Background: an optimization exercise with open tools, aiming at small area and a short achievable clock period. Do not read the settings as production practice.
At most, simulation tests tie the RTL to the original design; equivalence was not proved.
Power figures rest on the tool's default switching activity, not on a simulated workload.

==> module multiplier, before the edit <==
module multiplier (
    output Ready,
    output Valid,
    output [31:0] R,
    input [15:0] X,
    input [15:0] Y,
    input Clk,
    input Rst
);
    reg [3:0] cnt;
    always @(posedge Clk or negedge Rst) begin
        if (!Rst)
            cnt <= 4'd8;
        else if (cnt == 4'd0)
            cnt <= 4'd8;
        else
            cnt <= cnt - 4'd1;
    end
    reg ready_r, valid_r;
    always @(posedge Clk) begin
        ready_r <= (cnt == 4'd8);
        valid_r <= (cnt == 4'd0);
    end
    wire first = ready_r;        
    reg [2:0] trip;
    always @(*) begin
        case (cnt[2:0])
            3'd7: trip = Y[3:1];
            3'd6: trip = Y[5:3];
            3'd5: trip = Y[7:5];
            3'd4: trip = Y[9:7];
            3'd3: trip = Y[11:9];
            3'd2: trip = Y[13:11];
            default: trip = Y[15:13];
        endcase
    end
    reg one_r, two_r, neg_r;
    always @(posedge Clk) begin
        one_r <= trip[1] ^ trip[0];
        two_r <= (trip[2] & ~trip[1] & ~trip[0]) | (~trip[2] & trip[1] & trip[0]);
        neg_r <= trip[2];
    end
    wire one = first ? Y[0] : one_r;
    wire two = first ? (Y[1] & ~Y[0]) : two_r;
    wire neg = first ? Y[1] : neg_r;
    wire [16:0] xs = {X[15], X};
    wire [16:0] x2 = {X, 1'b0};
    wire [16:0] pp = (({17{one}} & xs) | ({17{two}} & x2)) ^ {17{neg}};
    reg [15:0] acc_hi;
    reg [15:0] lo;
    wire [15:0] a = first ? 16'd0 : acc_hi;
    genvar i;
    wire [17:0] ea = {a[15], a[15], a};
    wire [17:0] eb = {pp[16], pp};
    wire [17:0] g0 = ea & eb;
    wire [17:0] p0 = ea ^ eb;
    wire [17:0] g = {g0[17:1], g0[0] | (p0[0] & neg)};
    wire [17:0] p = p0;
    wire [17:0] G;
    wire [17:0] P;
    wire [8:0] g2, p2;
    generate for (i = 0; i < 9; i = i + 1) begin : l1
        assign g2[i] = g[2*i+1] | (p[2*i+1] & g[2*i]);
        assign p2[i] = p[2*i+1] & p[2*i];
    end endgenerate
    wire [3:0] g4, p4;
    generate for (i = 0; i < 4; i = i + 1) begin : l2
        assign g4[i] = g2[2*i+1] | (p2[2*i+1] & g2[2*i]);
        assign p4[i] = p2[2*i+1] & p2[2*i];
    end endgenerate
    wire [1:0] g8, p8;
    generate for (i = 0; i < 2; i = i + 1) begin : l3
        assign g8[i] = g4[2*i+1] | (p4[2*i+1] & g4[2*i]);
        assign p8[i] = p4[2*i+1] & p4[2*i];
    end endgenerate
    wire g16 = g8[1] | (p8[1] & g8[0]);
    wire [17:0] C;
    assign C[0] = g[0];
    assign C[1] = g2[0];
    assign C[2] = g[2] | (p[2] & C[1]);
    assign C[3] = g4[0];
    assign C[4] = g[4] | (p[4] & C[3]);
    assign C[5] = g2[2] | (p2[2] & C[3]);
    assign C[6] = g[6] | (p[6] & C[5]);
    assign C[7] = g8[0];
    assign C[8] = g[8] | (p[8] & C[7]);
    assign C[9] = g2[4] | (p2[4] & C[7]);
    assign C[10] = g[10] | (p[10] & C[9]);
    assign C[11] = g4[2] | (p4[2] & C[7]);
    assign C[12] = g[12] | (p[12] & C[11]);
    assign C[13] = g2[6] | (p2[6] & C[11]);
    assign C[14] = g[14] | (p[14] & C[13]);
    assign C[15] = g16;
    assign C[16] = g[16] | (p[16] & C[15]);
    assign C[17] = g2[8] | (p2[8] & C[15]);
    wire [17:0] s = p ^ {C[16:0], neg};
    always @(posedge Clk) begin
        acc_hi <= s[17:2];
        lo <= {s[1:0], lo[15:2]};
    end
    assign Ready = ready_r;
    assign Valid = valid_r;
    assign R = {32{valid_r}} & {acc_hi, lo};
endmodule
clock: 13.0 ns
lec_check: 0
cap_margin: 20
core_margin: 2
core_utilization: 40
slew_margin: 20
standard.sh (not shown) runs the stock make flow with config.mk's settings and CLKGATE_MAP_FILE= SYNTH_SCRIPT=/design/flow/synth_recipe.tcl, a recipe that flattens the netlist after the stock synthesis.
==> flow/flow/run.sh <==
#!/bin/bash
set -o pipefail
cp standard.sh standard_copy.sh.log 2>/dev/null
export BUFFER_PORTS_ARGS="-buffer_cell sky130_fd_sc_hd__buf_1"
bash standard.sh > standard.log 2>&1
==> next run, changes <==
--- a/flow/design.v
+++ b/flow/design.v
@@ -18,13 +18,16 @@
     end
     reg ready_r, valid_r;
     always @(posedge Clk) begin
         ready_r <= (cnt == 4'd8);
         valid_r <= (cnt == 4'd0);
     end
-    wire first = ready_r;        
+    wire first = ready_r;
+    reg [15:0] xr;
+    always @(posedge Clk)
+        xr <= X;
     reg [2:0] trip;
     always @(*) begin
         case (cnt[2:0])
             3'd7: trip = Y[3:1];
             3'd6: trip = Y[5:3];
             3'd5: trip = Y[7:5];
@@ -37,27 +40,36 @@
     reg one_r, two_r, neg_r;
     always @(posedge Clk) begin
         one_r <= trip[1] ^ trip[0];
         two_r <= (trip[2] & ~trip[1] & ~trip[0]) | (~trip[2] & trip[1] & trip[0]);
         neg_r <= trip[2];
     end
-    wire one = first ? Y[0] : one_r;
-    wire two = first ? (Y[1] & ~Y[0]) : two_r;
-    wire neg = first ? Y[1] : neg_r;
-    wire [16:0] xs = {X[15], X};
-    wire [16:0] x2 = {X, 1'b0};
-    wire [16:0] pp = (({17{one}} & xs) | ({17{two}} & x2)) ^ {17{neg}};
+    wire one0 = Y[0];
+    wire two0 = Y[1] & ~Y[0];
+    wire neg0 = Y[1];
+    wire [16:0] pp0 = (({17{one0}} & {X[15], X}) | ({17{two0}} & {X, 1'b0})) ^ {17{neg0}};
+    wire [1:0] low0 = {pp0[1] ^ (pp0[0] & neg0), X[0] & Y[0]};
+    wire cy0 = neg0 & pp0[1] & pp0[0];
+    wire [16:0] pp = (({17{one_r}} & {xr[15], xr}) | ({17{two_r}} & {xr, 1'b0})) ^ {17{neg_r}};
     reg [15:0] acc_hi;
     reg [15:0] lo;
-    wire [15:0] a = first ? 16'd0 : acc_hi;
+    reg pend;                       
+    wire [15:0] ic;                 
     genvar i;
+    assign ic[0] = pend;
+    generate
+        for (i = 1; i < 16; i = i + 1) begin : g_inc
+            assign ic[i] = pend & (&acc_hi[i-1:0]);
+        end
+    endgenerate
+    wire [15:0] a = acc_hi ^ ic;
     wire [17:0] ea = {a[15], a[15], a};
     wire [17:0] eb = {pp[16], pp};
     wire [17:0] g0 = ea & eb;
     wire [17:0] p0 = ea ^ eb;
-    wire [17:0] g = {g0[17:1], g0[0] | (p0[0] & neg)};
+    wire [17:0] g = {g0[17:1], g0[0] | (p0[0] & neg_r)};
     wire [17:0] p = p0;
     wire [17:0] G;
     wire [17:0] P;
     wire [8:0] g2, p2;
     generate for (i = 0; i < 9; i = i + 1) begin : l1
         assign g2[i] = g[2*i+1] | (p[2*i+1] & g[2*i]);
@@ -90,15 +102,22 @@
     assign C[12] = g[12] | (p[12] & C[11]);
     assign C[13] = g2[6] | (p2[6] & C[11]);
     assign C[14] = g[14] | (p[14] & C[13]);
     assign C[15] = g16;
     assign C[16] = g[16] | (p[16] & C[15]);
     assign C[17] = g2[8] | (p2[8] & C[15]);
-    wire [17:0] s = p ^ {C[16:0], neg};
+    wire [17:0] s = p ^ {C[16:0], neg_r};
     always @(posedge Clk) begin
-        acc_hi <= s[17:2];
-        lo <= {s[1:0], lo[15:2]};
+        if (first) begin
+            acc_hi <= {pp0[16], pp0[16:2]};
+            lo <= {low0, lo[15:2]};
+            pend <= cy0;
+        end else begin
+            acc_hi <= s[17:2];
+            lo <= {s[1:0], lo[15:2]};
+            pend <= 1'b0;
+        end
     end
     assign Ready = ready_r;
     assign Valid = valid_r;
     assign R = {32{valid_r}} & {acc_hi, lo};
 endmodule
The new run completed with no timing, DRC or antenna violations.
Global-route usage goes up by 2.0 points.
Final cell count came out higher by 41%.
Count of clock-buffer cells in the layout climbs by 6.
Power climbs by 39%.
Hold slack gets worse by 12 ps.
Routed wire length goes up by 64%.
Die area came out higher by 41%.
Register-to-register slack improved by 680 ps.
For the first run of this note, only the layout was checked, not whether the RTL still works.

==> re-timing with driven ports <==
The results above use ideal ports. As a check the final layouts listed here were re-extracted and re-timed, cells and wires unchanged. Step 1: set_driving_cell puts a clkbuf_16 on Clk and a buf_2 on each other input, an assumption about the parent block. Step 2 also shifts input and output timing later by t, the mid clock arrival at the registers, as if the neighbouring blocks saw the same clock. Three values: ideal ports, drivers, drivers and shift; two values: the first two.
run	t, ns	setup WS [ns]	worst setup path after step 2
the first run	0.320	7.283 / 7.290 / 6.970	input to register
the second run	0.365	8.823 / 8.790 / 8.571	input to register
After both steps setup and hold are still met in every run listed. For the first run, which loses most, drivers alone change the setup slack by +0.007 ns; drivers and shift together by -0.313 ns.
